This is an optimization exercise on Yosys and OpenROAD, whose aim is a short achievable clock period and few clock cycles, not a production implementation.
In this exercise RTL edits were held to simulation tests only and were not proved equivalent to the original.
Power figures rest on the tool's default switching activity, not on a simulated workload.

Design cpu_wrapper, start of the top module:
module cpu_wrapper(
    clk, rst, carry_in,
    imem_addr, imem_data,
    dmem_addr, dmem_we, dmem_wdata, dmem_rdata,
    io_out, halted
    );
For scale: ~53 I/O pins.
==> flow/config.mk <==
export PLATFORM = sky130hd
export DESIGN_NAME = cpu_wrapper
export DESIGN_NICKNAME = cpu_wrapper
export VERILOG_FILES = /design/flow/design.v
export SDC_FILE = /design/flow/constraint.sdc
export NUM_CORES = 4
export LEC_CHECK = 0
export ABC_CLOCK_PERIOD_IN_PS = 2200
export CAP_MARGIN = 20
export CORE_MARGIN = 2
export CORE_UTILIZATION = 40
export SETUP_SLACK_MARGIN = 4.2
export SLEW_MARGIN = 20
==> flow/constraint.sdc <==
create_clock -name core_clock -period 6.5 [get_ports {clk}]
set_input_delay 1.3000 -clock core_clock [delete_from_list [all_inputs] [get_ports {clk}]]
set_output_delay 1.3000 -clock core_clock [all_outputs]
set_load 0.01 [all_outputs]
run.sh (not shown) runs the stock make flow with config.mk's settings and CLKGATE_MAP_FILE= SYNTH_SCRIPT=/design/flow/synth_recipe.tcl, a recipe that flattens the netlist after the stock synthesis.
The first run completed with no timing, DRC or antenna violations.
Testbench counts at the start, summed over its fixed seeds: cycles 21,532.
Then changed:
==> flow/flow/run.sh (new file) <==
#!/bin/bash
# The standard layout (the standard.sh), with one change: synthesis leaves
# adders as plain gates for abc instead of mapping them onto the library's
# full/half adder cells (ADDER_MAP_FILE empty), which gives faster carry logic.
# Registers are the standard synthesis's: the adder step never touches them.
set -euo pipefail
bash standard.sh ADDER_MAP_FILE= finish > standard_finish.log 2>&1
==> flow/standard.sh (new file) <==
#!/bin/bash
# synth_recipe.tcl (not shown) runs the flow's synth.tcl, then flattens the netlist and writes it again
# the make line also repeats each setting of config.mk as NAME=value (left out here)
make -C /OpenROAD-flow-scripts/flow DESIGN_CONFIG=/design/flow/config.mk WORK_HOME=/design/flow/orfs CLKGATE_MAP_FILE= SYNTH_SCRIPT=/design/flow/synth_recipe.tcl "${@:-finish}"
removed: flow/run.sh
The changed run finished clean.
Worst setup slack gets better by 210 ps.
Final cell count goes up by 11%.
Sequential power goes up by about 8%.
Wire length goes up by 6.0%.
Via count goes up by 14%.
Synthesized area goes up by 6.5%.
Power goes up by 5.3%.
Count of clock-buffer cells in the layout goes down by 2.
Hold slack gets better by 3.8 ps.
Utilization goes down by 3.6 points.
Sequential share of layout area goes up by 0.13 points.
Then changed:
Settings changed: ABC_CLOCK_PERIOD_IN_PS 2200 to 2000, CTS_CLUSTER_SIZE set to 20, SETUP_SLACK_MARGIN 4.2 to 4.5.
After rerunning:
- The changed run finished clean
- via count rose by 5.8%
- worst setup slack gets better by 51 ps
- design area went up by 15%
- clock power grows by about 0.4%
- routed wire length rose by 10%
- total power came out higher by 20%
Then changed:
Settings changed: CORE_UTILIZATION 40 to 45, CTS_CLUSTER_SIZE 20 to not set, SETUP_SLACK_MARGIN 4.5 to 4.4.
The new run went through all stages and came out clean; hold slack loses 12 ps; flip-flop and latch count does not change; final cell count goes down by 1.3%; die area is lower by 11%; sequential share of layout area climbs by 0.24 points.
Then changed:
Settings changed: ABC_CLOCK_PERIOD_IN_PS 2000 to 1800, CORE_UTILIZATION 45 to 40, SETUP_SLACK_MARGIN 4.4 to 4.6.
Result: Power rises by 1.1%; die area rises by 12%; cell area rises by 0.93%; routed wire length rises by 0.32%; clock-buffer cell count does not change.


## xenon
Starting RTL as in the previous note.
## cpu_wrapper
module cpu_wrapper(
    clk, rst, carry_in,
    imem_addr, imem_data,
    dmem_addr, dmem_we, dmem_wdata, dmem_rdata,
    io_out, halted
    );
Settings: LEC_CHECK=0, ABC_CLOCK_PERIOD_IN_PS=2200, CAP_MARGIN=20, CORE_MARGIN=2, CORE_UTILIZATION=35, PLACE_DENSITY_LB_ADDON=0.2, SETUP_SLACK_MARGIN=4.3, SLEW_MARGIN=20; clock period 6.5 ns.
standard.sh (not shown) runs the stock make flow with config.mk's settings and CLKGATE_MAP_FILE= SYNTH_SCRIPT=/design/flow/synth_recipe.tcl, a recipe that flattens the netlist after the stock synthesis.
==> flow/flow/run.sh <==
#!/bin/bash
# The standard layout (the standard.sh), with one change: synthesis leaves
# adders as plain gates for abc instead of mapping them onto the library's
# full/half adder cells (ADDER_MAP_FILE empty), which gives faster carry logic.
# Registers are the standard synthesis's: the adder step never touches them.
set -euo pipefail
bash standard.sh ADDER_MAP_FILE= finish > standard_finish.log 2>&1
Testbench counts of xenon, summed over its fixed seeds: cycles 21,532.
Here is what was changed in the inputs of harbor compared with xenon.
# xenon
export LEC_CHECK = 0
export ABC_CLOCK_PERIOD_IN_PS = 2200
export CAP_MARGIN = 20
export CORE_MARGIN = 2
export CORE_UTILIZATION = 35
export PLACE_DENSITY_LB_ADDON = 0.2
export SETUP_SLACK_MARGIN = 4.3
export SLEW_MARGIN = 20
create_clock -name core_clock -period 6.5 [get_ports {clk}]
# harbor
export LEC_CHECK = 0
export ABC_CLOCK_PERIOD_IN_PS = 2000
export CAP_MARGIN = 20
export CORE_MARGIN = 2
export CORE_UTILIZATION = 40
export SETUP_SLACK_MARGIN = 4.4
export SLEW_MARGIN = 20
create_clock -name core_clock -period 6.5 [get_ports {clk}]
==> comparison <==
A launching instance or port of the critical path of dmem_rdata[1] is what harbor shows, while imem_data[3] belongs to xenon.
Note that the routed wire length recorded for xenon amounts to 0.937 times the value seen in harbor.
harbor vs. xenon: final area went up about 6%; die extent in x lower; worst-case setup margin in the final layout picked up an extra 0.063 ns.
From xenon to harbor the numbers moved as follows: flip-flop and latch count after synthesis closely matched the old numbers, count of clock-buffer cells in the layout decreased by 4 relative to the old numbers, number of cells on the critical path decreased by 1 relative to the old numbers, standard-cell row count decreased by 4 relative to the old numbers.
Relative area change from synthesis to final layout is lower on xenon
Max critical path arrival across harbor and xenon: xenon
## Diff of input files: amber against harbor
# harbor
export LEC_CHECK = 0
export ABC_CLOCK_PERIOD_IN_PS = 2000
export CAP_MARGIN = 20
export CORE_MARGIN = 2
export CORE_UTILIZATION = 40
export SETUP_SLACK_MARGIN = 4.4
export SLEW_MARGIN = 20
create_clock -name core_clock -period 6.5 [get_ports {clk}]
# amber
export LEC_CHECK = 0
export ABC_CLOCK_PERIOD_IN_PS = 1800
export CAP_MARGIN = 20
export CORE_MARGIN = 2
export CORE_UTILIZATION = 40
export SETUP_SLACK_MARGIN = 4.4
export SLEW_MARGIN = 20
create_clock -name core_clock -period 6.5 [get_ports {clk}]
[summary]
- Data required time at the worst endpoint delta (harbor -> amber): insignificant
- Combinational fraction of design power across amber and harbor: no real change.
- Compared with harbor, in amber TritonCTS buffer count roughly the same, global-route wire length before repair held steady, post-synthesis xor/xnor area fraction held steady, synthesized flop and latch total held steady, final cell count held.

re-timing with driven ports:
Ports are ideal in the flow. The routed layouts listed here were re-timed in OpenROAD.
Step 1, drivers: a clkbuf_16 drives clk and a buf_2 each remaining input, both assumed.
Step 2 also shifts input and output timing later by t, the mid clock arrival at the registers, as if the neighbouring blocks saw the same clock.
a / b / c = ideal / step 1 / step 2; a / b = the first two.
run	t, ns	setup slack, ns	clock arrival spread, ns	slew at the worst register clock pin (ns)	worst data-port slew with drivers (ns)
the first run of note 1	0.480	3.849 / 3.849 / 3.627	0.016 / 0.015	0.07 / 0.07	0.06
the second run of note 1	0.484	4.055 / 4.056 / 3.572	0.013 / 0.013	0.07 / 0.07	0.06
the third run of note 1	0.488	4.105 / 4.105 / 3.617	0.011 / 0.012	0.07 / 0.07	0.07
the fourth run of note 1	0.474	4.052 / 4.045 / 3.570	0.009 / 0.009	0.07 / 0.07	0.07
the fifth run of note 1	0.485	3.996 / 4.019 / 3.534	0.012 / 0.012	0.07 / 0.07	0.07
xenon	0.483	4.007 / 4.011 / 3.527	0.018 / 0.017	0.07 / 0.07	0.07
harbor	0.494	4.070 / 4.091 / 3.597	0.017 / 0.016	0.07 / 0.07	0.07
amber	0.494	4.070 / 4.091 / 3.597	0.017 / 0.016	0.07 / 0.07	0.07
After both steps every run listed still meets setup and hold. For the third run of note 1, which loses most, drivers alone change the setup slack by 0.000 ns; drivers and shift together by -0.488 ns.
